Background: an optimization exercise with open tools, aiming at small area, a short achievable clock period and few clock cycles. Do not read the settings as production practice.
At most, simulation tests tie the RTL to the original design; equivalence was not proved.
The RTL of runs 2, 5 and 6 was laid out without a check of its function.

==> design/flow/design.v <==
`timescale 1ns/1ps
module ForwardSub4x4(
    input              clk,
    input              rst,
    input              start,
    input      [511:0] L_in,  
    input      [127:0] b_in,
    output reg         done,
    output reg [127:0] y_out
);
  reg signed [31:0] L [0:15];
  reg signed [31:0] b [0:3];
  reg signed [31:0] y [0:3];
  reg [1:0] i;
  integer j;
  localparam IDLE  = 3'd0,
             LOAD  = 3'd1,
             CALC  = 3'd2,
             DONE  = 3'd3;
  reg [2:0] state;
  reg signed [31:0] sum;
  integer idx;
  always @(posedge clk) begin
    if(rst) begin
      state <= IDLE;
      done  <= 0;
    end else begin
      case(state)
        IDLE: begin
          done <= 0;
          if(start)
            state <= LOAD;
        end
        LOAD: begin
          for(idx=0; idx<16; idx=idx+1) begin
            if(idx/4 >= idx%4)
              L[idx] <= L_in[idx*32 +: 32];
          end
          for(idx=0; idx<4; idx=idx+1) begin
            b[idx] <= b_in[idx*32 +: 32];
          end
          i <= 0;   
          state <= CALC;
        end
        CALC: begin
          sum = b[i];
          for(j=0; j<3; j=j+1) begin
            if(j < i)
              sum = sum - (L[{i, j[1:0]}] * y[j]);
          end
          if(sum == 32'sh80000000 && L[{i, i}] == -32'sd1)
            y[i] <= 32'sh80000000;
          else if(L[{i, i}] != 0)
            y[i] <= sum / L[{i, i}];
          else
            y[i] <= 0;  
          if(i<3) begin
            i <= i+1;
          end else begin
            state <= DONE;
          end
        end
        DONE: begin
          done <= 1;
          for(idx=0; idx<4; idx=idx+1) begin
            y_out[idx*32 +: 32] <= y[idx];
          end
          if(start) begin
            done  <= 0;
            state <= LOAD;
          end
        end
      endcase
    end
  end
endmodule
`timescale 1ns/1ps
module BackwardSub4x4(
    input              clk,
    input              rst,
    input              start,
    input      [511:0] U_in,
    input      [127:0] y_in,
    output reg         done,
    output reg [127:0] x_out
);
  reg signed [31:0] U [0:15];
  reg signed [31:0] y [0:3];
  reg signed [31:0] x [0:3];
  reg [1:0] i;
  integer j;
  localparam IDLE  = 3'd0,
             LOAD  = 3'd1,
             CALC  = 3'd2,
             DONE  = 3'd3;
  reg [2:0] state;
  reg signed [31:0] sum;
  integer idx;
  always @(posedge clk) begin
    if(rst) begin
      state <= IDLE;
      done <= 0;
    end else begin
      case(state)
        IDLE: begin
          done <= 0;
          if(start)
            state <= LOAD;
        end
        LOAD: begin
          for(idx=0; idx<16; idx=idx+1) begin
            if(idx%4 >= idx/4)
              U[idx] <= U_in[idx*32 +: 32];
          end
          for(idx=0; idx<4; idx=idx+1) begin
            y[idx] <= y_in[idx*32 +: 32];
          end
          i <= 3;  
          state <= CALC;
        end
        CALC: begin
          sum = y[i];
          for(j=3; j>0; j=j-1) begin
            if(j > i)
              sum = sum - (U[{i, j[1:0]}] * x[j]);
          end
          if(sum == 32'sh80000000 && U[{i, i}] == -32'sd1)
            x[i] <= 32'sh80000000;
          else if(U[{i, i}] != 0)
            x[i] <= sum / U[{i, i}];
          else
            x[i] <= 0;  
          if(i>0) begin
            i <= i - 1;
          end else begin
            state <= DONE;
          end
        end
        DONE: begin
          done <= 1;
          for(idx=0; idx<4; idx=idx+1) begin
            x_out[idx*32 +: 32] <= x[idx];
          end
          if(start) begin
            done  <= 0;
            state <= LOAD;
          end
        end
      endcase
    end
  end
endmodule
`timescale 1ns/1ps
module TriSolve4x4(
    input              clk,
    input              rst,
    input              start,
    input      [511:0] L_in,
    input      [511:0] U_in,
    input      [127:0] b_in,
    output reg         done,
    output     [127:0] x_out
);
  localparam W = 8;
  reg  [31:0] slot0, slot1, slot2, slot3;
  assign x_out = {slot3, slot2, slot1, slot0};
  reg  [3:0]  sg;        
  reg  [3:0]  ff;        
  reg  [3:0]  ydn;       
  reg  [3:0]  xdn;       
  reg         busy;
  reg         fix;       
  wire [31:0] mw0  = L_in[(4*1+0)*32 +: 32];
  wire [31:0] mw1  = L_in[(4*2+0)*32 +: 32];
  wire [31:0] mw2  = L_in[(4*3+0)*32 +: 32];
  wire [31:0] mw3  = L_in[(4*2+1)*32 +: 32];
  wire [31:0] mw4  = L_in[(4*3+1)*32 +: 32];
  wire [31:0] mw5  = L_in[(4*3+2)*32 +: 32];
  wire [31:0] mw6  = U_in[(4*2+3)*32 +: 32];
  wire [31:0] mw7  = U_in[(4*1+3)*32 +: 32];
  wire [31:0] mw8  = U_in[(4*1+2)*32 +: 32];
  wire [31:0] mw9  = U_in[(4*0+3)*32 +: 32];
  wire [31:0] mw10 = U_in[(4*0+2)*32 +: 32];
  wire [31:0] mw11 = U_in[(4*0+1)*32 +: 32];
  wire [31:0] dw0 = L_in[(4*0+0)*32 +: 32];
  wire [31:0] dw1 = L_in[(4*1+1)*32 +: 32];
  wire [31:0] dw2 = L_in[(4*2+2)*32 +: 32];
  wire [31:0] dw3 = L_in[(4*3+3)*32 +: 32];
  wire [31:0] dw4 = U_in[(4*3+3)*32 +: 32];
  wire [31:0] dw5 = U_in[(4*2+2)*32 +: 32];
  wire [31:0] dw6 = U_in[(4*1+1)*32 +: 32];
  wire [31:0] dw7 = U_in[(4*0+0)*32 +: 32];
  reg  [11:0] mnx;       
  reg  [7:0]  dnx;       
  wire [31:0] opbn = ({32{mnx[0]}} & mw0) | ({32{mnx[1]}} & mw1) | ({32{mnx[2]}} & mw2)
                   | ({32{mnx[3]}} & mw3) | ({32{mnx[4]}} & mw4) | ({32{mnx[5]}} & mw5)
                   | ({32{mnx[6]}} & mw6) | ({32{mnx[7]}} & mw7) | ({32{mnx[8]}} & mw8)
                   | ({32{mnx[9]}} & mw9) | ({32{mnx[10]}} & mw10) | ({32{mnx[11]}} & mw11);
  wire [31:0] drn  = ({32{dnx[0]}} & dw0) | ({32{dnx[1]}} & dw1) | ({32{dnx[2]}} & dw2)
                   | ({32{dnx[3]}} & dw3) | ({32{dnx[4]}} & dw4) | ({32{dnx[5]}} & dw5)
                   | ({32{dnx[6]}} & dw6) | ({32{dnx[7]}} & dw7);
  reg  [3:0]  mp;        
  reg  [1:0]  ch;        
  reg  [31:0] opb;       
  wire [1:0] mi = (mp == 4'd0) ? 2'd1 : (mp == 4'd1 || mp == 4'd3 || mp == 4'd6) ? 2'd2 :
                  (mp == 4'd2 || mp == 4'd4 || mp == 4'd5) ? 2'd3 :
                  (mp == 4'd7 || mp == 4'd8) ? 2'd1 : 2'd0;
  wire [1:0] mj = (mp <= 4'd2) ? 2'd0 : (mp == 4'd3 || mp == 4'd4 || mp == 4'd11) ? 2'd1 :
                  (mp == 4'd5 || mp == 4'd8 || mp == 4'd10) ? 2'd2 : 2'd3;
  wire       mbwd = (mp >= 4'd6);
  wire       mdone = (mp == 4'd12);
  wire [3:0] rowdone_f = {mp > 4'd5, mp > 4'd3, mp > 4'd0, 1'b1};
  wire [3:0] yrdy = ydn | (ff & rowdone_f);
  wire       srcrdy = mbwd ? xdn[mj] : yrdy[mj];
  function [31:0] sel4;
    input [1:0] k;
    input [31:0] a0, a1, a2, a3;
    sel4 = k[1] ? (k[0] ? a3 : a2) : (k[0] ? a1 : a0);
  endfunction
  reg  [3:0]  dp;        
  reg  [31:0] dr;        
  reg         dbusy;
  reg  [W-1:0] rr;       
  reg  [31:0] nq;        
  reg  [5:0]  sc;        
  reg         qsg;       
  reg         dwide;     
  wire [1:0]  drow = dp[2] ? ~dp[1:0] : dp[1:0];
  wire        dfwd = ~dp[2];
  wire        wstep = dbusy & dwide;
  wire [31:0] sa = sel4(mi, slot0, slot1, slot2, slot3);
  wire [31:0] sb = sel4(mj, slot0, slot1, slot2, slot3);
  wire [31:0] sd = sel4(drow, slot0, slot1, slot2, slot3);
  wire        fits = (&opb[31:11]) | ~(|opb[31:11]);
  reg  [11:0] dg;
  reg  [31:0] mc;
  always @* begin
    if (wstep) begin
      dg = 12'd1;
      mc = dr;
    end else if (fits) begin
      dg = opb[11:0];
      mc = sb;
    end else if (ch == 2'd0) begin
      dg = {1'b0, opb[10:0]};
      mc = sb;
    end else if (ch == 2'd1) begin
      dg = {1'b0, opb[21:11]};
      mc = {sb[20:0], 11'd0};
    end else begin
      dg = {{2{opb[31]}}, opb[31:22]};
      mc = {sb[9:0], 22'd0};
    end
  end
  wire        flip = wstep ? dr[31] : (sg[mj] ^ (mbwd & sg[mi]));
  wire [31:0] wx   = {sd[30:0], nq[31]};
  wire [31:0] acc  = wstep ? wx : sa;
  wire [12:0] dge = {dg, 1'b0};
  reg  [31:0] row0, row1, row2, row3, row4, row5;
  reg  [31:0] negs;
  reg  [31:0] sel;
  reg         one, two, neg;
  reg  [2:0]  bt;
  integer k, b;
  always @* begin
    negs = 32'd0;
    row0 = 0; row1 = 0; row2 = 0; row3 = 0; row4 = 0; row5 = 0;
    for (k = 0; k < 6; k = k + 1) begin
      bt  = dge[2*k +: 3];
      one = bt[1] ^ bt[0];
      two = (bt == 3'b011) | (bt == 3'b100);
      neg = (one | two) & (bt[2] ^ ~flip);
      for (b = 0; b < 32; b = b + 1)
        sel[b] = (one & mc[b]) | (two & (b > 0 ? mc[b-1] : 1'b0));
      sel = (sel ^ {32{neg}}) << (2*k);
      negs[2*k] = neg;
      case (k)
        0: row0 = sel;
        1: row1 = sel;
        2: row2 = sel;
        3: row3 = sel;
        4: row4 = sel;
        default: row5 = sel;
      endcase
    end
  end
  wire [31:0] macres = acc + row0 + row1 + row2 + row3 + row4 + row5 + negs;
  wire        mlast = fits | (ch == 2'd2);
  wire        mfire = busy & ~fix & ~mdone & srcrdy & ~wstep;
  wire        mfin = mfire & mlast;
  wire        d_one  = (dr == 32'd1);
  wire        d_mone = (dr == 32'hffffffff);
  wire        d_zero = (dr == 32'd0);
  wire        dleft  = busy & ~fix & ~dp[3] & ~dbusy;
  wire        prefold = dleft & dfwd & (d_one | d_mone);
  wire [3:0]  lastmac = (dp[2:0] == 3'd1) ? 4'd0 : (dp[2:0] == 3'd2) ? 4'd3 :
                        (dp[2:0] == 3'd3 || dp[2:0] == 3'd4) ? 4'd5 :
                        (dp[2:0] == 3'd5) ? 4'd6 : (dp[2:0] == 3'd6) ? 4'd8 : 4'd11;
  wire        row_ok  = (dp[2:0] == 3'd0) | (mp > lastmac);      
  wire        merge   = mfin & (mp == lastmac) & (dp[2:0] != 3'd0);
  wire        setup   = dleft & ~prefold & (row_ok | merge);
  wire [31:0] nv  = merge ? macres : sd;
  wire        nsg = sg[drow];
  wire [31:0] nneg = -nv;
  wire [31:0] nabs = nv[31] ? nneg : nv;
  wire        nsign = nsg ? nneg[31] : nv[31];
  wire        dnar = dr[31] ? ((&dr[31:W]) & (|dr[W-1:0])) : ~(|dr[31:W]);
  wire [W-1:0] d8 = dr[31] ? -dr[W-1:0] : dr[W-1:0];
  wire [W+1:0] d8x3 = {2'b0, d8} + {1'b0, d8, 1'b0};
  wire [W-1:0] dsm = {1'b0, d8[W-1:1] | {1'b0, d8[W-1:2]} | {2'b0, d8[W-1:3]} | {3'b0, d8[W-1:4]}
                     | {4'b0, d8[W-1:5]} | {5'b0, d8[W-1:6]} | {6'b0, d8[W-1:7]}};
  wire       qzero = dnar & ~(|nabs[31:W]) & ~(|(nabs[W-1:0] & ~dsm));
  wire       grp2 = ~dnar | (|nabs[31:16+W]) | (|(nabs[16 +: W] & ~dsm));
  wire       s_res = d_one | d_mone;                   
  wire       s_zero = d_zero | qzero;                  
  wire       s_div = setup & ~s_res & ~s_zero;
  reg  [W-1:0] sr;
  reg  [31:0]  sn;
  reg  [W+1:0] sx;
  reg  [W+2:0] t1, t2, t3;
  integer s;
  always @* begin
    sr = rr;
    sn = nq;
    for (s = 0; s < 8; s = s + 1) begin
      sx = {sr, sn[31:30]};
      t1 = {1'b0, sx} - {3'b0, dr[W-1:0]};
      t2 = {1'b0, sx} - {2'b0, dr[W-1:0], 1'b0};
      t3 = {1'b0, sx} - {1'b0, dr[W+W+1:W]};
      if (!t3[W+2])      begin sr = t3[W-1:0]; sn = {sn[29:0], 2'd3}; end
      else if (!t2[W+2]) begin sr = t2[W-1:0]; sn = {sn[29:0], 2'd2}; end
      else if (!t1[W+2]) begin sr = t1[W-1:0]; sn = {sn[29:0], 2'd1}; end
      else               begin sr = sx[W-1:0]; sn = {sn[29:0], 2'd0}; end
    end
  end
  wire        wq = ~macres[31];                        
  wire [31:0] qn = dwide ? {nq[30:0], wq} : sn;
  wire        dfin = dbusy & (sc == 6'd1);
  wire [1:0]  fixrow = sg[0] ? 2'd0 : sg[1] ? 2'd1 : sg[2] ? 2'd2 : 2'd3;
  wire [31:0] sf = sel4(fixrow, slot0, slot1, slot2, slot3);
  wire [31:0] dwin = fix ? sf : qn;
  wire        dwneg = fix | qsg;
  wire [31:0] dwv = dwneg ? -dwin : dwin;
  wire        szw = setup & ((s_zero & ~s_res) | (s_div & ~dnar));
  wire        dwr = dfin | fix | szw;
  wire [1:0]  dwrow = fix ? fixrow : drow;
  wire [31:0] dwdata = szw ? 32'd0 : dwv;
  wire [31:0] wrem = wq ? macres : wx;
  wire        dadv = prefold | dfin | (setup & (s_res | s_zero));
  reg [3:0] sg_n;
  always @* begin
    sg_n = sg;
    if (prefold) sg_n[drow] = d_mone;
    if (setup & s_res) sg_n[drow] = nsg ^ d_mone;
    if ((setup & s_zero & ~s_res) | dfin) sg_n[drow] = 1'b0;
    if (fix) sg_n[fixrow] = 1'b0;
  end
  wire all_end = (dadv & (dp == 4'd7)) | fix;
  always @(posedge clk) begin
    if (rst) begin
      busy <= 1'b0;
      done <= 1'b0;
    end else if (!busy) begin
      if (start) begin
        busy <= 1'b1;
        done <= 1'b0;
      end
    end else if (all_end && sg_n == 4'd0) begin
      busy <= 1'b0;
      done <= 1'b1;
    end
  end
  wire        mwr = mfire | wstep;
  wire [1:0]  mwrow = wstep ? drow : mi;
  wire [31:0] mwdata = wstep ? wrem : macres;
  wire [3:0]  dsel = {4{dwr}} & (4'b0001 << dwrow);
  wire [3:0]  msel = {4{mwr}} & (4'b0001 << mwrow) & ~dsel;
  always @(posedge clk) begin
    if (!busy) begin
      if (start) begin
        slot0 <= b_in[31:0];
        slot1 <= b_in[63:32];
        slot2 <= b_in[95:64];
        slot3 <= b_in[127:96];
      end
    end else begin
      if (dsel[0]) slot0 <= dwdata; else if (msel[0]) slot0 <= mwdata;
      if (dsel[1]) slot1 <= dwdata; else if (msel[1]) slot1 <= mwdata;
      if (dsel[2]) slot2 <= dwdata; else if (msel[2]) slot2 <= mwdata;
      if (dsel[3]) slot3 <= dwdata; else if (msel[3]) slot3 <= mwdata;
    end
  end
  always @(posedge clk) begin
    if (!busy) begin
      if (start) begin
        mp    <= 4'd0;
        ch    <= 2'd0;
        opb   <= mw0;
        mnx   <= 12'd2;
        dp    <= 4'd0;
        dr    <= dw0;
        dnx   <= 8'd2;
        sg    <= {3'b0, dw0 == 32'hffffffff};
        ff    <= {3'b0, (dw0[31:1] == 31'd0 && dw0[0]) || (dw0 == 32'hffffffff)};
        ydn   <= 4'd0;
        xdn   <= 4'd0;
        dbusy <= 1'b0;
        fix   <= 1'b0;
      end
    end else begin
      sg <= sg_n;
      if (all_end && sg_n != 4'd0) fix <= 1'b1;
      if (mfire) begin
        if (mlast) begin
          mp  <= mp + 4'd1;
          ch  <= 2'd0;
          opb <= opbn;
          mnx <= {mnx[10:0], 1'b0};
        end else
          ch <= ch + 2'd1;
      end
      if (prefold)
        ff[drow] <= 1'b1;
      if (setup && (s_res || s_zero)) begin
        if (!dfwd) xdn[drow] <= 1'b1;
        else       ydn[drow] <= 1'b1;
      end
      if (s_div) begin
        dbusy <= 1'b1;
        qsg   <= nsign ^ dr[31];
        dwide <= ~dnar;
        if (dnar) begin
          dr[W-1:0]     <= d8;
          dr[2*W+1:W]   <= d8x3;
        end
        rr    <= grp2 ? {W{1'b0}} : nabs[16 +: W];
        nq    <= grp2 ? nabs : {nabs[15:0], 16'd0};
        sc    <= ~dnar ? 6'd32 : (grp2 ? 6'd2 : 6'd1);
      end
      if (dbusy) begin
        nq <= qn;
        rr <= sr;
        sc <= sc - 6'd1;
        if (dfin) begin
          dbusy <= 1'b0;
          if (!dfwd) xdn[drow] <= 1'b1;
          else       ydn[drow] <= 1'b1;
        end
      end
      if (dadv) begin
        dp  <= dp + 4'd1;
        dr  <= drn;
        dnx <= {dnx[6:0], 1'b0};
      end
    end
  end
endmodule
==> design/flow/run.sh <==
#!/bin/bash
# synth_recipe.tcl (not shown) runs the flow's synth.tcl, then flattens the netlist and writes it again
# the make line also repeats each setting of config.mk as NAME=value (left out here)
make -C /OpenROAD-flow-scripts/flow DESIGN_CONFIG=/design/flow/config.mk WORK_HOME=/design/flow/orfs CLKGATE_MAP_FILE= SYNTH_SCRIPT=/design/flow/synth_recipe.tcl finish
==> design/flow/config.mk <==
export PLATFORM = sky130hd
export DESIGN_NAME = TriSolve4x4
export DESIGN_NICKNAME = TriSolve4x4
export VERILOG_FILES = /design/flow/design.v
export SDC_FILE = /design/flow/constraint.sdc
export NUM_CORES = 8
export LEC_CHECK = 0
export CAP_MARGIN = 20
export CORE_AREA = 3 3 447 447
export DIE_AREA = 0 0 450 450
export SLEW_MARGIN = 20
==> design/flow/constraint.sdc <==
create_clock -name core_clock -period 150.0 [get_ports {clk}]
set_input_delay 30.0000 -clock core_clock [delete_from_list [all_inputs] [get_ports {clk}]]
set_output_delay 30.0000 -clock core_clock [all_outputs]
set_load 0.01 [all_outputs]
==> impl_metrics.csv, run 1 <==
group,metric,value,unit
status,status,"finished clean",
grt,met2_usage,43.4,%
drt,drc,0,
drt,first_pass_iters,9,
worst_setup_path,worstSetupPathType,"register to primary output",
worst_setup_path,worstSetupEndpointType,"primary output",
synthesis,synth_ff_type,"edfxtp_1",
sta,fin_crit,32.29,ns
cts,cts_tree,"yes",
floorplanning,die_h,450,um
sta,rsz0062_at_grt,"false",
place,hpwlAfterDp,250000,um
synthesis,avgSynthCellArea,8.15,um^2
cts,cts-root-buf,"clkbuf_16",
grt,grt_usage,28.8,%
layout,nFillCells,20900,
worst_setup_path,cp_top_family,"buffers and inverters",
floorplanning,core-area,195000,um^2
worst_setup_path,startpoint_type,"register",
cts,cts-resized-gates,0,
grt,overflow,0,
layout,register_area,8630,um^2
floorplanning,row_count,162,
layout,drive_above_1_share,7.36,%
sta,max_freq,31.0,MHz
synthesis,synth_area_leaders,"edfxtp_1 (19%), ha_1 (9.0%), fa_1 (6.8%)",
drt,wl_per_cell,34.4,um
cts,clk_path_buf_depth,3,
cts,cts_max_level,2,
grt,grt_start_max_net_pins,110,
worst_setup_path,max_stage_delay,0.91,ns
min_path,min-delay-start,"done",
grt,busiest_layer,"met2",
worst_setup_path,required,120.00,ns
grt,antenna_found_initial,106,
sta,worstMarginPinSlew,1.24,ns
synthesis,ys_seq_elements,288,
floorplanning,initial_utilization,23.1,%
worst_setup_path,path_max_fanout,5,
floorplanning,die_area,203000,um^2
sta,max_slew_margin,16.7,%
cts,cts_made_buffers,39,
cts,insertion_delay,0.65,ns
worst_setup_path,worstPathCellList,"clkdlybuf4s50_1",
synthesis,yosysTopAreaCellShare,19.1,%
layout,fin_util,30.0,%
drt,vias,53200,
sta,setup-violations-final,0,
worst_setup_path,crit_slowest_cell,"clkdlybuf4s50_1",
layout,fin_cells,8948,
worst_setup_path,crit_arrival,2.29,ns
sta,drv_slew,0,
sta,tns,0,ns
layout,fin_nets,7879,
cts,cts_hold_buf,0,
floorplanning,die_width,450,um
cts,post_cts_buffers,0,
synthesis,yosys_warnings,1,
drt,first_iter_violations,7712,
flow_run,timing.max_cap.violations,0,
min_path,min_path_type,"register to register",
synthesis,synth_cells,5534,
place,post-place-cells,8829,
sta,layout_worst_path_cycle_share,21.5,%
grt,grt_pass1_wl,413000,um
layout,area_delta_synth_final,30.0,%
synthesis,ys_types,118,
grt,use_met1,36.3,%
grt,grt_pass1_vias,49700,
synthesis,yosysTopAreaCell,"edfxtp_1",
drt,via_per_inst,5.95,
synthesis,syn-num-nets,7166,
worst_setup_path,crit_buf_inv,1,
worst_setup_path,crit_start,"slot2[9]",
cts,clk_pin_slew,0.06,ns
place,io_buffers,899,
synthesis,synth_area,45100,um^2
floorplanning,io_pins,1284,
grt,met3_usage,8.31,%
place,place_area,57200,um^2
synthesis,synth_seq_area_share,19.1,%
worst_setup_path,r2r_start,"dr[13]",
synthesis,synth-edff-count,286,
synthesis,async_reset_ff_share,0,%
layout,stdcell_area,58600,um^2
layout,multiInputGateArea,34000,um^2
sta,finalHoldViolCount,0,
cts,cts_sinks,288,
drt,ant_nets,0,
drt,wirelength,308000,um
sta,clock_skew,0.0782,ns
sta,whs,0.476,ns
place,gp_congestion,1.01,
final timing paths:
kind / end / slack, ns / cells past startpoint
worst max register to register: slot1[26] / 123.68 / 100
worst min register to register: done / 0.48 / 2
worst min-delay path: done / 0.48 / 2
worst max-delay path: x_out[73] / 117.71 / 1
routing by layer:
metal | vias up | share of wire [%] | wire length [um]
li1 | 22500 | - | -
met1 | 26000 | 39 | 120000
met2 | 3875 | 42 | 130000
met3 | 824 | 12 | 35600
met4 | 40 | 7.1 | 21700
met5 | - | 0.084 | 260
kinds of logic after synthesis:
| group | synth area share (%) |
|---|---|
| AOI/OAI and AO/OA | 31.3 |
| xor gates and xnor gates | 5.21 |
| adders and majority gates | 15.8 |
| buffers and inverters | 6.01 |
| DFF | 19.1 |
| muxes | 6.55 |
| and+or+nand+nor | 16.0 |
per-stage QoR:
| step | worst slack [ns] |
|---|---|
| 2_1_floorplan | 115.76 |
| 3_3_place_gp | 117.39 |
| 3_5_place_dp | 117.36 |
| 4_1_cts | 117.82 |
| 5_1_grt | 117.69 |
| 6_report | 117.71 |
state kept, by name, summed over array words and instances (netlist names), 2 cells and up:
name and flops:
dnx 7, opb 32, slot0 32, mnx 11
ff 4, dp 4, xdn 4, rr 8
ydn 4, slot1 32, ch 2, mp 4
sg 4, sc 6, dr 32, slot2 32
nq 32, slot3 32
layout by cell type (no fill, tap or decap), types with 67 or more instances in the layout:
| cell | synthesis | layout |
|---|---|---|
| a211oi_1 | 105 | 104 |
| a21o_1 | 104 | 103 |
| a21oi_1 | 339 | 333 |
| a221oi_1 | 115 | 115 |
| a22o_1 | 82 | 82 |
| a22oi_1 | 94 | 94 |
| a31oi_1 | 91 | 90 |
| buf_4 | 5 | 146 |
| clkdlybuf4s50_1 | 0 | 899 |
| edfxtp_1 | 286 | 286 |
| fa_1 | 152 | 152 |
| ha_1 | 325 | 325 |
| inv_1 | 308 | 307 |
| mux2i_1 | 153 | 151 |
| nand2_1 | 550 | 549 |
| nand3_1 | 114 | 113 |
| nor2_1 | 350 | 344 |
| nor3_1 | 81 | 77 |
| o21ai_0 | 432 | 425 |
| o221ai_1 | 67 | 67 |
| o22ai_1 | 151 | 151 |
| xnor2_1 | 140 | 140 |
| xor2_1 | 115 | 114 |
tightest hold or removal path, cell delays in order, from the launching register on:
cell     delay, ns
dfxtp_1       0.32
nand2_1       0.05
a21oi_1       0.06
synthesized netlist by cell type (39+ instances only):
cell	number
a211oi_1	105
a21o_1	104
a21oi_1	339
a221oi_1	115
a222oi_1	39
a22o_1	82
a22oi_1	94
a31oi_1	91
and2_1	39
and3_1	58
buf_2	44
clkbuf_1	292
edfxtp_1	286
fa_1	152
ha_1	325
inv_1	308
mux2_2	57
mux2i_1	153
nand2_1	550
nand2b_1	57
nand3_1	114
nand4_1	43
nor2_1	350
nor2b_1	54
nor3_1	81
nor4_1	42
o211ai_1	55
o21a_1	41
o21ai_0	432
o221ai_1	67
o22ai_1	151
xnor2_1	140
xor2_1	115
final cells by class:
class | instances | share of cell area [%]
Sequential cell | 288 | 14.7
Inverter | 314 | 2.02
Timing Repair Buffer | 1048 | 17.3
Antenna cell | 47 | 0.201
Tap cell | 2624 | 5.60
Clock buffer | 47 | 1.73
Multi-Input combinational cell | 4556 | 58.0
Clock inverter | 24 | 0.440
Testbench counts, summed over its fixed seeds: cycles 5,520.
==> run 2, diff against run 1 <==
--- a/design/flow/design.v
+++ b/design/flow/design.v
@@ -191,6 +191,10 @@
   wire [31:0] dw6 = U_in[(4*1+1)*32 +: 32];
   wire [31:0] dw7 = U_in[(4*0+0)*32 +: 32];
-  reg  [11:0] mnx;       
-  reg  [7:0]  dnx;       
+  reg  [3:0]  mp;        
+  reg  [3:0]  dp;        
+  wire [3:0]  mpn = mp + 4'd1;
+  wire [3:0]  dpn = dp + 4'd1;
+  wire [11:0] mnx = 12'd1 << mpn;    
+  wire [7:0]  dnx = 8'd1 << dpn[2:0];   
   wire [31:0] opbn = ({32{mnx[0]}} & mw0) | ({32{mnx[1]}} & mw1) | ({32{mnx[2]}} & mw2)
                    | ({32{mnx[3]}} & mw3) | ({32{mnx[4]}} & mw4) | ({32{mnx[5]}} & mw5)
@@ -200,5 +204,4 @@
                    | ({32{dnx[3]}} & dw3) | ({32{dnx[4]}} & dw4) | ({32{dnx[5]}} & dw5)
                    | ({32{dnx[6]}} & dw6) | ({32{dnx[7]}} & dw7);
-  reg  [3:0]  mp;        
   reg  [1:0]  ch;        
   reg  [31:0] opb;       
@@ -218,5 +221,4 @@
     sel4 = k[1] ? (k[0] ? a3 : a2) : (k[0] ? a1 : a0);
   endfunction
-  reg  [3:0]  dp;        
   reg  [31:0] dr;        
   reg         dbusy;
@@ -229,7 +231,19 @@
   wire        dfwd = ~dp[2];
   wire        wstep = dbusy & dwide;
-  wire [31:0] sa = sel4(mi, slot0, slot1, slot2, slot3);
+  wire        dleft  = busy & ~fix & ~dp[3] & ~dbusy;
+  wire        d_one  = (dr == 32'd1);
+  wire        d_mone = (dr == 32'hffffffff);
+  wire        d_zero = (dr == 32'd0);
+  wire        prefold = dleft & dfwd & (d_one | d_mone);
+  wire [3:0]  lastmac = (dp[2:0] == 3'd1) ? 4'd0 : (dp[2:0] == 3'd2) ? 4'd3 :
+                        (dp[2:0] == 3'd3 || dp[2:0] == 3'd4) ? 4'd5 :
+                        (dp[2:0] == 3'd5) ? 4'd6 : (dp[2:0] == 3'd6) ? 4'd8 : 4'd11;
+  wire        row_ok  = (dp[2:0] == 3'd0) | (mp > lastmac);
+  wire        alone   = dleft & ~prefold & row_ok;    
+  wire [1:0]  fixrow = sg[0] ? 2'd0 : sg[1] ? 2'd1 : sg[2] ? 2'd2 : 2'd3;
+  wire [1:0]  ridx = fix ? fixrow : (alone | wstep) ? drow : mi;
+  wire [31:0] sa = sel4(ridx, slot0, slot1, slot2, slot3);
   wire [31:0] sb = sel4(mj, slot0, slot1, slot2, slot3);
-  wire [31:0] sd = sel4(drow, slot0, slot1, slot2, slot3);
+  wire [31:0] sd = sa;
   wire        fits = (&opb[31:11]) | ~(|opb[31:11]);
   reg  [11:0] dg;
@@ -285,22 +299,34 @@
     end
   end
-  wire [31:0] macres = acc + row0 + row1 + row2 + row3 + row4 + row5 + negs;
+  wire [31:0] s1 = acc ^ row0 ^ row1;
+  wire [31:0] c1 = ((acc & row0) | (acc & row1) | (row0 & row1)) << 1;
+  wire [31:0] s2 = row2 ^ row3 ^ row4;
+  wire [31:0] c2 = ((row2 & row3) | (row2 & row4) | (row3 & row4)) << 1;
+  wire [31:0] s3 = s1 ^ c1 ^ s2;
+  wire [31:0] c3 = ((s1 & c1) | (s1 & s2) | (c1 & s2)) << 1;
+  wire [31:0] s4 = c2 ^ row5 ^ negs;
+  wire [31:0] c4 = ((c2 & row5) | (c2 & negs) | (row5 & negs)) << 1;
+  wire [31:0] s5 = s3 ^ c3 ^ s4;
+  wire [31:0] c5 = ((s3 & c3) | (s3 & s4) | (c3 & s4)) << 1;
+  wire [31:0] s6 = s5 ^ c5 ^ c4;
+  wire [31:0] c6 = ((s5 & c5) | (s5 & c4) | (c5 & c4)) << 1;
+  reg  [31:0] macres;
+  reg         rc;
+  integer m;
+  always @* begin
+    rc = 1'b0;
+    for (m = 0; m < 32; m = m + 1) begin
+      macres[m] = s6[m] ^ c6[m] ^ rc;
+      rc = (s6[m] & c6[m]) | (rc & (s6[m] ^ c6[m]));
+    end
+  end
   wire        mlast = fits | (ch == 2'd2);
-  wire        mfire = busy & ~fix & ~mdone & srcrdy & ~wstep;
+  wire        mfire = busy & ~fix & ~mdone & srcrdy & ~wstep & ~alone;
   wire        mfin = mfire & mlast;
-  wire        d_one  = (dr == 32'd1);
-  wire        d_mone = (dr == 32'hffffffff);
-  wire        d_zero = (dr == 32'd0);
-  wire        dleft  = busy & ~fix & ~dp[3] & ~dbusy;
-  wire        prefold = dleft & dfwd & (d_one | d_mone);
-  wire [3:0]  lastmac = (dp[2:0] == 3'd1) ? 4'd0 : (dp[2:0] == 3'd2) ? 4'd3 :
-                        (dp[2:0] == 3'd3 || dp[2:0] == 3'd4) ? 4'd5 :
-                        (dp[2:0] == 3'd5) ? 4'd6 : (dp[2:0] == 3'd6) ? 4'd8 : 4'd11;
-  wire        row_ok  = (dp[2:0] == 3'd0) | (mp > lastmac);      
-  wire        merge   = mfin & (mp == lastmac) & (dp[2:0] != 3'd0);
-  wire        setup   = dleft & ~prefold & (row_ok | merge);
+  wire        merge   = dleft & ~prefold & mfin & (mp == lastmac) & (dp[2:0] != 3'd0);
+  wire        setup   = alone | merge;
   wire [31:0] nv  = merge ? macres : sd;
   wire        nsg = sg[drow];
-  wire [31:0] nneg = -nv;
+  wire [31:0] nneg = ngo;
   wire [31:0] nabs = nv[31] ? nneg : nv;
   wire        nsign = nsg ? nneg[31] : nv[31];
@@ -315,4 +341,6 @@
   wire       s_zero = d_zero | qzero;                  
   wire       s_div = setup & ~s_res & ~s_zero;
+  wire [31:0] ngi = (dbusy | fix) ? dwin : nv;
+  wire [31:0] ngo = -ngi;
   reg  [W-1:0] sr;
   reg  [31:0]  sn;
@@ -337,9 +365,7 @@
   wire [31:0] qn = dwide ? {nq[30:0], wq} : sn;
   wire        dfin = dbusy & (sc == 6'd1);
-  wire [1:0]  fixrow = sg[0] ? 2'd0 : sg[1] ? 2'd1 : sg[2] ? 2'd2 : 2'd3;
-  wire [31:0] sf = sel4(fixrow, slot0, slot1, slot2, slot3);
-  wire [31:0] dwin = fix ? sf : qn;
+  wire [31:0] dwin = fix ? sa : qn;
   wire        dwneg = fix | qsg;
-  wire [31:0] dwv = dwneg ? -dwin : dwin;
+  wire [31:0] dwv = dwneg ? ngo : dwin;
   wire        szw = setup & ((s_zero & ~s_res) | (s_div & ~dnar));
   wire        dwr = dfin | fix | szw;
@@ -397,8 +423,6 @@
         ch    <= 2'd0;
         opb   <= mw0;
-        mnx   <= 12'd2;
         dp    <= 4'd0;
         dr    <= dw0;
-        dnx   <= 8'd2;
         sg    <= {3'b0, dw0 == 32'hffffffff};
         ff    <= {3'b0, (dw0[31:1] == 31'd0 && dw0[0]) || (dw0 == 32'hffffffff)};
@@ -413,8 +437,7 @@
       if (mfire) begin
         if (mlast) begin
-          mp  <= mp + 4'd1;
+          mp  <= mpn;
           ch  <= 2'd0;
           opb <= opbn;
-          mnx <= {mnx[10:0], 1'b0};
         end else
           ch <= ch + 2'd1;
@@ -449,7 +472,6 @@
       end
       if (dadv) begin
-        dp  <= dp + 4'd1;
+        dp  <= dpn;
         dr  <= drn;
-        dnx <= {dnx[6:0], 1'b0};
       end
     end
==> design/flow/flow/run.sh (new file) <==
#!/bin/bash
# The standard layout (standard.sh: the standard flow's synthesis and ORFS flow), except
# that the port buffers are plain buf_1 cells instead of the default choice.
# Every input and output port still gets its own buffer.
set -euo pipefail
bash standard.sh "BUFFER_PORTS_ARGS=-buffer_cell sky130_fd_sc_hd__buf_1" finish > standard_flow.log 2>&1
==> design/flow/standard.sh (new file) <==
#!/bin/bash
# synth_recipe.tcl (not shown) runs the flow's synth.tcl, then flattens the netlist and writes it again
# the make line also repeats each setting of config.mk as NAME=value (left out here)
make -C /OpenROAD-flow-scripts/flow DESIGN_CONFIG=/design/flow/config.mk WORK_HOME=/design/flow/orfs CLKGATE_MAP_FILE= SYNTH_SCRIPT=/design/flow/synth_recipe.tcl "${@:-finish}"
removed: design/flow/run.sh
==> impl_metrics.csv, run 2 <==
group,metric,value,unit
status,status,"finished clean",
worst_setup_path,cp_top_family,"compound AO/OA/AOI/OAI gates",
worst_setup_path,worstSetupEndpointType,"register",
synthesis,avgSynthCellArea,8.05,um^2
cts,insertion_delay,0.65,ns
worst_setup_path,cpMostUsedCell,"a21oi_1",
sta,setup-violations-final,0,
floorplanning,die_width,450,um
sta,worstMarginPinSlew,1.24,ns
sta,layout_worst_path_cycle_share,21.6,%
synthesis,synth_seq_area_share,18.4,%
grt,use_met1,34.7,%
cts,cts-resized-gates,0,
grt,met2_usage,44.0,%
layout,area_delta_synth_final,18.9,%
cts,cts-root-buf,"clkbuf_16",
layout,fin_cells,8908,
sta,rsz0062_at_grt,"false",
worst_setup_path,crit_buf_inv,10,
floorplanning,core-area,195000,um^2
drt,ant_nets,0,
drt,vias,51800,
grt,overflow,0,
worst_setup_path,worstSetupPathType,"register to register",
grt,grt_usage,29.0,%
cts,post_cts_buffers,0,
worst_setup_path,path_max_fanout,32,
min_path,min_path_type,"register to register",
layout,fin_nets,7850,
grt,grt_pass1_vias,48900,
cts,cts_max_level,2,
synthesis,synth_area,44000,um^2
synthesis,syn-num-nets,7102,
place,gp_congestion,1.05,
sta,finalHoldViolCount,0,
sta,fin_crit,32.40,ns
sta,tns,0,ns
synthesis,synth_most_common_cell,"nand2_1",
floorplanning,die_area,203000,um^2
worst_setup_path,startpoint_type,"register",
sta,drv_slew,0,
synthesis,synth_compound_area_share,31.7,%
synthesis,synth_ff_type,"edfxtp_1",
synthesis,synth_top_family_by_area,"compound AO/OA/AOI/OAI gates",
worst_setup_path,required,150.25,ns
layout,fin_util,26.8,%
sta,setup_slack,117.60,ns
worst_setup_path,crit_slowest_cell,"a211oi_1",
cts,cts_made_buffers,38,
cts,clk_path_buf_depth,3,
worst_setup_path,crit_arrival,32.65,ns
layout,multiInputGateArea,33500,um^2
layout,register_area,8090,um^2
drt,first_iter_violations,6535,
place,place_ws,117.83,ns
place,hpwlAfterDp,250000,um
sta,max_slew_margin,16.5,%
sta,clock_skew,0.0519,ns
drt,drc,0,
layout,nFillCells,21600,
synthesis,synth_xor_area_share,5.37,%
layout,drive_above_1_share,7.43,%
synthesis,synth_mux_area_share,5.22,%
sta,whs,0.573,ns
synthesis,ys_seq_elements,270,
grt,antenna_found_initial,110,
grt,grt_pass1_wl,412000,um
floorplanning,io_pins,1284,
synthesis,synth_area_leaders,"edfxtp_1 (18%), ha_1 (8.6%), fa_1 (8.1%)",
place,post-place-cells,8794,
cts,cts_hold_buf,0,
synthesis,synth_cells,5464,
drt,first_pass_iters,8,
cts,clk_pin_slew,0.06,ns
grt,met3_usage,10.5,%
floorplanning,die_h,450,um
cts,cts_tree,"yes",
synthesis,yosysTopAreaCellShare,18.3,%
layout,final_common_cell,"buf_1",
synthesis,synthAdderAreaFrac,16.8,%
synthesis,ys_types,124,
synthesis,async_reset_ff_share,0,%
synthesis,yosys_warnings,1,
flow_run,timing.max_cap.violations,0,
place,io_buffers,899,
floorplanning,initial_utilization,22.5,%
synthesis,yosysTopAreaCell,"edfxtp_1",
worst_setup_path,max_stage_delay,0.90,ns
floorplanning,row_count,162,
layout,layout_common_cells,"buf_1 (899), nand2_1 (606), a21oi_1 (420)",
grt,busiest_layer,"met2",
synthesis,ys_top_cells_by_count,"nand2_1 (607), a21oi_1 (431), nor2_1 (408)",
drt,wl_per_cell,34.7,um
grt,grt_start_max_net_pins,86,
synthesis,synth-edff-count,268,
drt,via_per_inst,5.81,
cts,cts_sinks,270,
drt,wirelength,309000,um
sta,max_freq,30.9,MHz
synthesis,synth-simple-area-share,16.4,%
-- run 2: changes by cell type in the layout (fill, tap and decap cells not counted), sizes merged, moves of 60 or more --
cell           previous run  this run
a221o                    35       114
nand2                   550       610
clkdlybuf4s50           899         0
a21oi                   342       436
o21ai                   453       320
o22ai                   152        73
a22oi                    94       157
buf                     149      1086
-- run 2: cells by family after synthesis --
| group | Yosys count |
|---|---|
| multiplexers | 220 |
| flip-flops | 270 |
| adder cells (fa/ha/maj) | 483 |
| buffers and inverters | 698 |
| AO/OA/AOI/OAI | 1970 |
| XOR/XNOR | 265 |
| AND/OR/NAND/NOR | 1558 |
-- run 2: per-stage QoR --
step | area, um^2
after detailed placement | 50900
final | 52300
after CTS | 52200
after global routing | 52200
after floorplan | 44000
after global placement | 50900
-- run 2: final cells by class --
| class | count | share of cell area (%) |
|---|---|---|
| multi-input combinational | 4496 | 64.1 |
| sequential | 270 | 15.5 |
| timing repair buffer | 1086 | 9.13 |
| tap | 2624 | 6.28 |
| inverter | 320 | 2.31 |
| clock buffer | 40 | 1.87 |
| clock inverter | 29 | 0.589 |
| antenna | 43 | 0.206 |
-- run 2: worst paths after layout --
kind | start | end | slack [ns] | depth (start not counted)
min | xdn[2] | xdn[2] | 0.57 | 2
max reg2reg | dr[9] | slot3[25] | 117.60 | 117
min reg2reg | xdn[2] | xdn[2] | 0.57 | 2
max | dr[9] | slot3[25] | 117.60 | 117
-- run 2: worst min-delay path, stage by stage (launching register included) --
cell      delay, ns
edfxtp_1       0.34
a21oi_1        0.04
nor2_1         0.07
-- run 2: layer usage --
metal	routed length, um	vias to the layer above	share of wire (%)
met4	23600	74	7.6
met1	117000	25400	38
li1	-	21900	-
met2	131000	3583	42
met3	36300	838	12
met5	429	-	0.14
==> run 3, diff against run 2 <==
--- a/design/flow/design.v
+++ b/design/flow/design.v
@@ -336,8 +336,7 @@
   wire [W-1:0] dsm = {1'b0, d8[W-1:1] | {1'b0, d8[W-1:2]} | {2'b0, d8[W-1:3]} | {3'b0, d8[W-1:4]}
                      | {4'b0, d8[W-1:5]} | {5'b0, d8[W-1:6]} | {6'b0, d8[W-1:7]}};
-  wire       qzero = dnar & ~(|nabs[31:W]) & ~(|(nabs[W-1:0] & ~dsm));
   wire       grp2 = ~dnar | (|nabs[31:16+W]) | (|(nabs[16 +: W] & ~dsm));
   wire       s_res = d_one | d_mone;                   
-  wire       s_zero = d_zero | qzero;                  
+  wire       s_zero = d_zero;                          
   wire       s_div = setup & ~s_res & ~s_zero;
   wire [31:0] ngi = (dbusy | fix) ? dwin : nv;
--- a/design/flow/config.mk
+++ b/design/flow/config.mk
@@ -6,6 +6,7 @@
 export NUM_CORES = 8
 export LEC_CHECK = 0
+export ABC_AREA = 1
 export CAP_MARGIN = 20
-export CORE_AREA = 3 3 447 447
-export DIE_AREA = 0 0 450 450
+export CORE_AREA = 3 3 997 77
+export DIE_AREA = 0 0 1000 80
 export SLEW_MARGIN = 20
==> impl_metrics.csv, run 3 <==
group,metric,value,unit
cts,cts_hold_buf,0,
synthesis,ys_seq_elements,270,
synthesis,synth_ff_type,"edfxtp_1",
place,io_buffers,899,
cts,cts-resized-gates,0,
grt,grt_usage,72.3,%
cts,cts_sinks,270,
floorplanning,io_pins,1284,
place,place_area,47200,um^2
grt,grt_start_max_net_pins,121,
floorplanning,die_h,80,um
place,hpwlAfterDp,229000,um
synthesis,synth_most_common_cell,"nand2_1",
status,first-error,"[ERROR GRT-0116] Global routing finished with congestion. Check the congestion regions in the DRC Viewer.",
floorplanning,die_width,1000,um
synthesis,synth_xor_area_share,6.38,%
cts,post_cts_buffers,0,
synthesis,yosys_warnings,1,
synthesis,synth_seq_area_share,19.1,%
place,place_ws,117.67,ns
synthesis,avgSynthCellArea,7.08,um^2
synthesis,synth_area,42300,um^2
place,post-place-cells,7713,
cts,cts_max_level,1,
synthesis,syn-num-nets,7610,
synthesis,synth_area_leaders,"edfxtp_1 (19%), nand2_1 (11%), ha_1 (9.1%)",
synthesis,synth-edff-count,268,
synthesis,ys_types,77,
synthesis,synth_cells,5970,
grt,grt_pass1_vias,54400,
status,status,"stopped before the end",
synthesis,async_reset_ff_share,0,%
synthesis,yosysTopAreaCellShare,19.0,%
synthesis,yosysTopAreaCell,"edfxtp_1",
status,haltStage,"5_1_grt",
synthesis,ys_top_cells_by_count,"nand2_1 (1255), inv_1 (674), a21oi_1 (450)",
synthesis,synthAdderAreaFrac,17.5,%
synthesis,synth-simple-area-share,22.2,%
synthesis,synth_mux_area_share,0.166,%
floorplanning,row_count,26,
grt,grt_pass1_wl,410000,um
cts,cts_made_buffers,21,
grt,overflow,486,
synthesis,synth_compound_area_share,25.2,%
synthesis,synth_top_family_by_area,"compound AO/OA/AOI/OAI gates",
place,gp_congestion,1.47,
floorplanning,initial_utilization,60.1,%
cts,clk_path_buf_depth,3,
cts,cts-root-buf,"clkbuf_16",
==> run 3: changes by cell type after synthesis, sizes merged, moves of 116 or more <==
cell   before   now
o21ai     320   453
nand3      82   303
o22ai      73   189
nand2     610  1282
inv       316   695
mux2i     154     7
a21o      151    18
==> run 3: kinds of logic after synthesis <==
family                     count (synthesis)
and+or+nand+nor                         2180
adders and majority gates                485
buffers and inverters                   1039
xor gates and xnor gates                 308
AOI/OAI and AO/OA                       1681
muxes                                      7
DFF                                      270
==> run 3: worst min-delay path by stage <==
stage | slack, ns | endpoint
floorplan | 0.48 | done
global placement | 0.46 | done
detailed placement | 0.47 | done
CTS | 0.48 | done
==> run 3: stage by stage <==
step | hold WS (ns)
2_1_floorplan | 0.484
3_3_place_gp | 0.457
3_5_place_dp | 0.468
4_1_cts | 0.480
==> run 3: per-layer routing <==
| metal | GRT usage [%] | overflow |
|---|---|---|
| met5 | 59.1 | 16 |
| met4 | 36.2 | 14 |
| met3 | 68.4 | 244 |
| met2 | 78.6 | 41 |
| met1 | 83.5 | 171 |
Testbench counts of run 3, summed over its fixed seeds: cycles 5,520.
==> run 4, diff against run 3 <==
--- a/design/flow/config.mk
+++ b/design/flow/config.mk
@@ -8,5 +8,5 @@
 export ABC_AREA = 1
 export CAP_MARGIN = 20
-export CORE_AREA = 3 3 997 77
-export DIE_AREA = 0 0 1000 80
+export CORE_AREA = 3 3 447 447
+export DIE_AREA = 0 0 450 450
 export SLEW_MARGIN = 20
==> impl_metrics.csv, run 4 <==
group,metric,value,unit
layout,register_area,8090,um^2
synthesis,async_reset_ff_share,0,%
layout,area_delta_synth_final,19.0,%
drt,ant_nets,0,
layout,multiInputGateArea,30500,um^2
sta,rsz0062_at_grt,"false",
layout,nFillCells,22000,
grt,grt_pass1_vias,48300,
cts,cts_hold_buf,0,
floorplanning,die_width,450,um
cts,clk_path_buf_depth,3,
cts,cts-root-buf,"clkbuf_16",
worst_setup_path,worstPathCellList,"buf_1 -> a22o_1 -> a21oi_1 -> o2111ai_1 -> a221oi_1 -> a21oi_1 -> o21ai_0 -> o21ai_0",
sta,whs,0.496,ns
min_path,hold_end,"done",
layout,drive_above_1_share,5.66,%
sta,setup-violations-final,0,
worst_setup_path,cp_top_family,"compound AO/OA/AOI/OAI gates",
synthesis,synth_area,42300,um^2
cts,cts_sinks,270,
worst_setup_path,required,150.34,ns
place,place_area,49000,um^2
synthesis,yosys_warnings,1,
worst_setup_path,startpoint_type,"input port",
flow_run,timing.max_cap.violations,0,
floorplanning,initial_utilization,21.6,%
sta,fin_crit,32.00,ns
synthesis,ys_top_cells_by_count,"nand2_1 (1255), inv_1 (674), a21oi_1 (450)",
place,gp_congestion,1.03,
min_path,hold_depth,2,
worst_setup_path,worstSetupPathType,"input port to register",
grt,overflow,0,
floorplanning,die_h,450,um
sta,drv_slew,0,
worst_setup_path,crit_slowest_cell,"a21oi_1",
synthesis,synth_cells,5970,
synthesis,yosysTopAreaCell,"edfxtp_1",
synthesis,ys_types,77,
layout,final_common_cell,"nand2_1",
worst_setup_path,r2r-end,"nq[13]",
floorplanning,io_pins,1284,
cts,cts_tree,"yes",
synthesis,avgSynthCellArea,7.08,um^2
sta,max_freq,31.3,MHz
cts,cts-resized-gates,0,
sta,clock_skew,0.0411,ns
sta,worstMarginPinSlew,1.27,ns
synthesis,synth_area_leaders,"edfxtp_1 (19%), nand2_1 (11%), ha_1 (9.1%)",
grt,grt_usage,27.0,%
place,io_buffers,899,
floorplanning,core-area,195000,um^2
layout,stdcell_area,50300,um^2
floorplanning,die_area,203000,um^2
synthesis,ys_seq_elements,270,
drt,first_pass_iters,6,
floorplanning,row_count,162,
drt,via_per_inst,5.41,
grt,antenna_found_initial,77,
cts,cts_max_level,2,
cts,cts_made_buffers,37,
cts,insertion_delay,0.64,ns
sta,layout_worst_path_cycle_share,21.3,%
min_path,min_path_type,"register to register",
worst_setup_path,worstSetupEndpointType,"register",
worst_setup_path,path_max_fanout,1,
synthesis,synth-edff-count,268,
status,status,"finished clean",
cts,post_cts_buffers,0,
worst_setup_path,r2r_slack,126.41,ns
drt,wirelength,287000,um
sta,finalHoldViolCount,0,
synthesis,synth_most_common_cell,"nand2_1",
worst_setup_path,crit_arrival,32.33,ns
sta,max_slew_margin,14.6,%
drt,wl_per_cell,30.5,um
synthesis,syn-num-nets,7610,
synthesis,yosysTopAreaCellShare,19.0,%
worst_setup_path,crit_buf_inv,1,
drt,vias,50900,
grt,grt_pass1_wl,386000,um
worst_setup_path,r2r_start,"mp[0]",
layout,fin_nets,8362,
drt,first_iter_violations,6679,
min_path,min-delay-start,"done",
worst_setup_path,max_stage_delay,0.62,ns
layout,layout_common_cells,"nand2_1 (1253), buf_1 (899), inv_1 (667)",
synthesis,synth_seq_area_share,19.1,%
cts,clk_pin_slew,0.06,ns
place,hpwlAfterDp,235000,um
drt,drc,0,
worst_setup_path,ff2ff_path_depth,83,
grt,grt_start_max_net_pins,102,
sta,tns,0,ns
synthesis,synth_ff_type,"edfxtp_1",
## run 4: worst max-delay path by stage
stage	start	to	slack [ns]	cells after the start
after global placement	U_in[4]	dr[4]	117.35	8
after detailed placement	U_in[4]	dr[4]	117.37	8
after global routing	U_in[4]	dr[4]	117.91	8
final	U_in[4]	dr[4]	118.01	8
after floorplan	start	slot0[0]	117.89	2
after CTS	U_in[4]	dr[4]	118.03	8
## run 4: area by class of cell
type                    instances  area share, %
multi-input cells            4661           60.6
flip-flops and latches        270           16.1
repair buffers               1047           8.92
well taps                    2624           6.53
inverters                     705           5.29
clock buffers                  45           1.90
clock inverters                22          0.453
diodes                         35          0.174
## run 4: cell families (layout without fill, tap and decap cells)
logic type | after synthesis | in the layout | share of synthesized area, %
flops | 270 | 270 | 19.1
xor+xnor | 308 | 308 | 6.38
other cells | 0 | 35 | 0
mux | 7 | 7 | 0.166
fa+ha+maj | 485 | 485 | 17.5
simple gates | 2180 | 2180 | 22.2
compound gates | 1681 | 1681 | 25.2
buf+inv | 1039 | 1819 | 9.41
## run 4: routing by layer
layer | up-vias | track usage, % | routed length, um
met5 | - | 0 | 190
met4 | 30 | 17.2 | 21200
met3 | 712 | 8.38 | 33200
met2 | 3374 | 40.2 | 121000
met1 | 24500 | 33.6 | 111000
li1 | 22300 | - | -
## run 4: worst register-to-register path: cells and delay by family, from the launching register on
kind                     cells  cell delay [ns]
AO/OA/AOI/OAI                6             1.28
XOR/XNOR                     7             1.37
adder cells (fa/ha/maj)     33            12.55
buffers and inverters       17             3.19
flip-flops                   1             0.55
AND/OR/NAND/NOR             20             4.35
## run 4: per-stage QoR
step	instances	utilization (%)	setup slack (ns)
2_1_floorplan	5970	-	117.89
3_3_place_gp	9304	25.1	117.35
3_5_place_dp	9304	25.1	117.37
4_1_cts	9371	25.7	118.03
5_1_grt	9394	25.7	117.91
6_report	9409	25.7	118.01
==> run 5, diff against run 4 <==
--- a/design/flow/design.v
+++ b/design/flow/design.v
@@ -195,6 +195,6 @@
   wire [3:0]  mpn = mp + 4'd1;
   wire [3:0]  dpn = dp + 4'd1;
-  wire [11:0] mnx = 12'd1 << mpn;    
-  wire [7:0]  dnx = 8'd1 << dpn[2:0];   
+  wire [11:0] mnx = busy ? (12'd1 << mpn) : 12'd1;
+  wire [7:0]  dnx = busy ? (8'd1 << dpn[2:0]) : 8'd1;
   wire [31:0] opbn = ({32{mnx[0]}} & mw0) | ({32{mnx[1]}} & mw1) | ({32{mnx[2]}} & mw2)
                    | ({32{mnx[3]}} & mw3) | ({32{mnx[4]}} & mw4) | ({32{mnx[5]}} & mw5)
@@ -352,7 +352,7 @@
     for (s = 0; s < 8; s = s + 1) begin
       sx = {sr, sn[31:30]};
-      t1 = {1'b0, sx} - {3'b0, dr[W-1:0]};
-      t2 = {1'b0, sx} - {2'b0, dr[W-1:0], 1'b0};
-      t3 = {1'b0, sx} - {1'b0, dr[W+W+1:W]};
+      t1 = {1'b0, sx} - {3'b0, d8};
+      t2 = {1'b0, sx} - {2'b0, d8, 1'b0};
+      t3 = {1'b0, sx} - {1'b0, d8x3};
       if (!t3[W+2])      begin sr = t3[W-1:0]; sn = {sn[29:0], 2'd3}; end
       else if (!t2[W+2]) begin sr = t2[W-1:0]; sn = {sn[29:0], 2'd2}; end
@@ -418,10 +418,10 @@
   always @(posedge clk) begin
     if (!busy) begin
+      opb <= opbn;
+      dr  <= drn;
       if (start) begin
         mp    <= 4'd0;
         ch    <= 2'd0;
-        opb   <= mw0;
         dp    <= 4'd0;
-        dr    <= dw0;
         sg    <= {3'b0, dw0 == 32'hffffffff};
         ff    <= {3'b0, (dw0[31:1] == 31'd0 && dw0[0]) || (dw0 == 32'hffffffff)};
@@ -452,8 +452,4 @@
         qsg   <= nsign ^ dr[31];
         dwide <= ~dnar;
-        if (dnar) begin
-          dr[W-1:0]     <= d8;
-          dr[2*W+1:W]   <= d8x3;
-        end
         rr    <= grp2 ? {W{1'b0}} : nabs[16 +: W];
         nq    <= grp2 ? nabs : {nabs[15:0], 16'd0};
==> impl_metrics.csv, run 5 <==
group,metric,value,unit
status,status,"finished clean",
place,io_buffers,899,
drt,wl_per_cell,29.0,um
drt,drc,0,
layout,stdcell_area,50500,um^2
drt,via_per_inst,5.25,
cts,post_cts_buffers,0,
place,gp_congestion,1.08,
layout,layout_common_cells,"nand2_1 (1088), buf_1 (899), inv_1 (788)",
synthesis,ys_types,89,
sta,clock_skew,0.0463,ns
layout,fin_nets,8420,
cts,cts_hold_buf,0,
drt,first_iter_violations,5786,
worst_setup_path,cpMostUsedCell,"nand2_1",
drt,wirelength,275000,um
sta,finalHoldViolCount,0,
cts,cts-resized-gates,0,
sta,fin_crit,31.79,ns
worst_setup_path,crit_arrival,32.19,ns
worst_setup_path,max_stage_delay,0.49,ns
layout,drive_above_1_share,7.79,%
floorplanning,core-area,195000,um^2
drt,vias,49800,
worst_setup_path,worstSetupPathType,"input port to register",
min_path,min-delay-start,"done",
synthesis,avgSynthCellArea,7.07,um^2
worst_setup_path,path_max_fanout,3,
floorplanning,die_width,450,um
floorplanning,die_h,450,um
synthesis,syn-num-nets,7673,
sta,setup-violations-final,0,
synthesis,ys_top_cells_by_count,"nand2_1 (1090), inv_1 (790), o21ai_0 (530)",
worst_setup_path,worstPathCellList,"buf_1 -> nand4_1 -> nor4_1 -> nand2_1 -> nand2_1 -> a41oi_1 -> a31oi_1",
cts,insertion_delay,0.61,ns
flow_run,timing.max_cap.violations,0,
worst_setup_path,worstSetupEndpointType,"register",
min_path,hold_end,"done",
grt,overflow,0,
synthesis,synth_cells,6069,
drt,ant_nets,0,
synthesis,async_reset_ff_share,0,%
synthesis,synth_most_common_cell,"nand2_1",
synthesis,synth-edff-count,268,
worst_setup_path,r2r_start,"dr[0]",
cts,cts_sinks,270,
floorplanning,io_pins,1284,
sta,tns,0,ns
layout,area_delta_synth_final,17.8,%
cts,cts_made_buffers,35,
worst_setup_path,required,150.40,ns
worst_setup_path,crit_slowest_cell,"nor4_1",
min_path,min_path_type,"register to register",
synthesis,synth_area_leaders,"edfxtp_1 (19%), nand2_1 (9.5%), fa_1 (8.4%)",
worst_setup_path,r2r_slack,123.42,ns
floorplanning,die_area,203000,um^2
grt,antenna_found_initial,53,
cts,clk_pin_slew,0.06,ns
grt,grt_usage,25.9,%
floorplanning,initial_utilization,22.0,%
cts,cts-root-buf,"clkbuf_16",
sta,max_freq,31.5,MHz
floorplanning,row_count,162,
synthesis,yosys_warnings,1,
worst_setup_path,r2r-end,"nq[14]",
sta,layout_worst_path_cycle_share,21.2,%
layout,final_common_cell,"nand2_1",
sta,max_slew_margin,11.7,%
sta,drv_slew,0,
sta,rsz0062_at_grt,"false",
cts,cts_tree,"yes",
sta,worstMarginPinSlew,1.31,ns
drt,first_pass_iters,9,
grt,grt_start_max_net_pins,97,
synthesis,synth_area,42900,um^2
grt,grt_pass1_wl,373000,um
min_path,hold_depth,2,
worst_setup_path,ff2ff_path_depth,141,
synthesis,yosysTopAreaCellShare,18.8,%
synthesis,synth_ff_type,"edfxtp_1",
worst_setup_path,startpoint_type,"input port",
synthesis,ys_seq_elements,270,
grt,grt_pass1_vias,47200,
synthesis,synth_seq_area_share,18.9,%
place,hpwlAfterDp,230000,um
cts,cts_max_level,2,
cts,clk_path_buf_depth,3,
synthesis,yosysTopAreaCell,"edfxtp_1",
place,place_area,49400,um^2
## run 5: logic make-up after synthesis
kind of cell,after synthesis,share of synthesized area [%]
simple gates,2202,23.7
compound gates,1665,23.7
buf+inv,1167,11.0
fa+ha+maj,449,16.2
xor+xnor,309,6.33
flops,270,18.9
mux,7,0.163
## run 5: critical path: cells and delay by family
kind	cells	cell delay (ns)
AOI/OAI and AO/OA	2	0.68
buffers and inverters	1	0.34
and+or+nand+nor	4	1.15
## run 5: cell type report
cell class	instances	area, um^2
Antenna cell	24	60.1
Clock buffer	45	913
Clock inverter	16	136
Fill cell	22000	145000
Inverter	828	3170
Multi-Input combinational cell	4632	30400
Sequential cell	270	8090
Tap cell	2624	3280
Timing Repair Buffer	1049	4500
## run 5: per-stage QoR
stage / util (%) / setup WS, ns / hold slack (ns) / cells
2_1_floorplan: - / 117.88 / 0.406 / 6069
3_5_place_dp: 25.3 / 117.70 / 0.518 / 9402
3_3_place_gp: 25.3 / 117.68 / 0.507 / 9401
5_1_grt: 25.8 / 118.29 / 0.542 / 9475
4_1_cts: 25.8 / 118.30 / 0.528 / 9463
6_report: 25.9 / 118.21 / 0.540 / 9488
## run 5: routing by layer
layer	track usage, %	vias to the layer above	part of all wire [%]
met3	4.57	508	8.6
met4	13.4	10	6.2
met1	32.2	24000	39
met2	42.8	2998	46
li1	-	22300	-
met5	0	-	0.026
## run 5: worst max-delay path by stage
stage             start        to  slack (ns)
3_3_place_gp   U_in[93]   opb[29]      117.68
6_report       L_in[29]     ff[0]      118.21
3_5_place_dp   U_in[93]   opb[29]      117.70
5_1_grt        L_in[29]     ff[0]      118.29
4_1_cts        U_in[93]   opb[29]      118.30
2_1_floorplan     start  slot0[0]      117.88
==> run 6, diff against run 5 <==
--- a/design/flow/config.mk
+++ b/design/flow/config.mk
@@ -10,3 +10,4 @@
 export CORE_AREA = 3 3 447 447
 export DIE_AREA = 0 0 450 450
+export GPL_TIMING_DRIVEN = 0
 export SLEW_MARGIN = 20
==> impl_metrics.csv, run 6 <==
group,metric,value,unit
synthesis,synth_area_leaders,"edfxtp_1 (19%), nand2_1 (9.5%), fa_1 (8.4%)",
worst_setup_path,path_max_fanout,1,
place,gp_congestion,1.09,
synthesis,ys_types,89,
synthesis,synth_seq_area_share,18.9,%
worst_setup_path,startpoint_type,"input port",
layout,fin_nets,8639,
worst_setup_path,r2r_start,"dr[0]",
min_path,min_path_type,"register to register",
place,io_buffers,899,
grt,grt_usage,29.4,%
synthesis,yosysTopAreaCellShare,18.8,%
sta,fin_crit,31.56,ns
sta,worstMarginPinSlew,1.27,ns
drt,wirelength,314000,um
synthesis,synth_area,42900,um^2
drt,first_iter_violations,6626,
synthesis,ys_top_cells_by_count,"nand2_1 (1090), inv_1 (790), o21ai_0 (530)",
drt,first_pass_iters,8,
grt,grt_pass1_vias,49300,
floorplanning,initial_utilization,22.0,%
drt,ant_nets,0,
cts,cts_tree,"yes",
layout,multiInputGateArea,30300,um^2
sta,layout_worst_path_cycle_share,21.0,%
worst_setup_path,worstSetupPathType,"input port to register",
layout,register_area,8090,um^2
sta,max_slew_margin,14.5,%
synthesis,synth_cells,6069,
cts,clk_pin_slew,0.06,ns
grt,grt_start_max_net_pins,33,
floorplanning,die_area,203000,um^2
worst_setup_path,crit_start,"U_in[45]",
floorplanning,die_width,450,um
grt,overflow,0,
drt,drc,0,
worst_setup_path,crit_arrival,31.79,ns
synthesis,ys_seq_elements,270,
layout,final_common_cell,"nand2_1",
cts,clk_path_buf_depth,3,
layout,layout_common_cells,"nand2_1 (1089), buf_1 (941), inv_1 (788)",
synthesis,async_reset_ff_share,0,%
synthesis,synth-edff-count,268,
cts,insertion_delay,0.62,ns
place,place_ws,117.83,ns
sta,setup_slack,118.44,ns
worst_setup_path,r2r-end,"nq[28]",
synthesis,synth_ff_type,"edfxtp_1",
status,status,"finished clean",
floorplanning,io_pins,1284,
cts,cts-resized-gates,0,
flow_run,timing.max_cap.violations,0,
sta,rsz0062_at_grt,"false",
synthesis,avgSynthCellArea,7.07,um^2
grt,antenna_found_initial,83,
cts,cts_sinks,270,
layout,area_delta_synth_final,20.2,%
layout,fin_util,26.4,%
synthesis,syn-num-nets,7673,
sta,clock_skew,0.0506,ns
drt,via_per_inst,5.36,
layout,nFillCells,22000,
drt,wl_per_cell,32.4,um
synthesis,yosys_warnings,1,
floorplanning,core-area,195000,um^2
synthesis,yosysTopAreaCell,"edfxtp_1",
synthesis,synth_most_common_cell,"nand2_1",
cts,cts_hold_buf,0,
worst_setup_path,r2r_slack,123.31,ns
worst_setup_path,worstSetupEndpointType,"register",
sta,drv_slew,0,
floorplanning,die_h,450,um
sta,setup-violations-final,0,
floorplanning,row_count,162,
grt,grt_pass1_wl,415000,um
sta,finalHoldViolCount,0,
sta,max_freq,31.7,MHz
worst_setup_path,required,150.24,ns
cts,post_cts_buffers,0,
cts,cts_made_buffers,38,
place,hpwlAfterDp,275000,um
drt,vias,52100,
cts,cts_max_level,2,
worst_setup_path,critPathCapture,"opb[13]",
layout,drive_above_1_share,6.34,%
worst_setup_path,ff2ff_path_depth,148,
cts,cts-root-buf,"clkbuf_16",
sta,tns,0,ns
[run 6: metal layers]
layer	global-route usage, %	share of wire, %	wire, um	vias up
met1	36.0	39	122000	25400
li1	-	-	-	22700
met5	0	0.088	277	-
met4	14.3	6.0	19000	44
met2	49.3	46	146000	3230
met3	5.81	8.5	26900	636
[run 6: per-stage QoR]
step,instances,area (um^2),hold WS [ns]
finish,9708,51600,0.453
global route,9694,51500,0.472
CTS,9687,51500,0.449
detailed placement,9619,50100,0.425
global placement,9592,49500,0.421
floorplan,6069,42900,0.406
[run 6: cells by family (layout without fill, tap and decap cells)]
| group | after synthesis | count (layout) | synth area share, % |
|---|---|---|---|
| xor gates and xnor gates | 309 | 309 | 6.33 |
| AOI/OAI and AO/OA | 1665 | 1665 | 23.7 |
| adders and majority gates | 449 | 449 | 16.2 |
| buffers and inverters | 1167 | 2161 | 11.0 |
| other | 0 | 21 | 0 |
| muxes | 7 | 7 | 0.163 |
| DFF | 270 | 270 | 18.9 |
| and+or+nand+nor | 2202 | 2202 | 23.7 |
[run 6: worst max-delay path, stage by stage]
cell       delay [ns]
buf_1            0.10
a22o_1           0.43
a2111oi_0        0.97
nand3_1          0.27
[run 6: layout make-up]
class,instances,share of cell area [%]
sequential,270,15.7
buffer,339,3.06
multi-input combinational,4632,58.7
tap,2624,6.37
inverter,828,6.13
antenna,21,0.102
clock inverter,24,0.721
clock buffer,44,1.89
timing repair buffer,926,7.35
[run 6: worst min path at each step]
stage          start   to  slack (ns)  cells after the start
2_1_floorplan   busy  fix        0.41                      0
3_3_place_gp    busy  fix        0.42                      0
3_5_place_dp    busy  fix        0.43                      0
4_1_cts         busy  fix        0.45                      0
5_1_grt         busy  fix        0.47                      0
6_report        busy  fix        0.45                      0

-- afterwards: timing with drivers on the ports --
Ports are ideal in the flow. The routed layouts listed here were re-timed in OpenROAD. Step 1, drivers: a clkbuf_16 drives clk and a buf_2 each remaining input, both assumed. Step 2, shift: input delay + t, output delay - t, t = (earliest + latest rising clock arrival at the registers) / 2. This alone moves slack from input paths to output paths. a / b / c = ideal ports / drivers / drivers and shift; a / b = the first two.
| run | t (ns) | setup slack, ns | worst slew at a driven data input, ns |
|---|---|---|---|
| run 1 | 0.685 | 117.708 / 117.636 / 117.221 | 0.28 |
| run 2 | 0.712 | 117.596 / 117.596 / 117.596 | 0.47 |
| run 4 | 0.712 | 118.005 / 118.068 / 117.356 | 0.31 |
| run 5 | 0.663 | 118.211 / 118.256 / 117.593 | 0.39 |
| run 6 | 0.665 | 118.442 / 118.471 / 117.823 | 0.39 |
After both steps setup and hold are still met in every run listed. The setup slack of run 4, which loses most, moves by +0.063 ns with the drivers and by -0.649 ns with both steps.
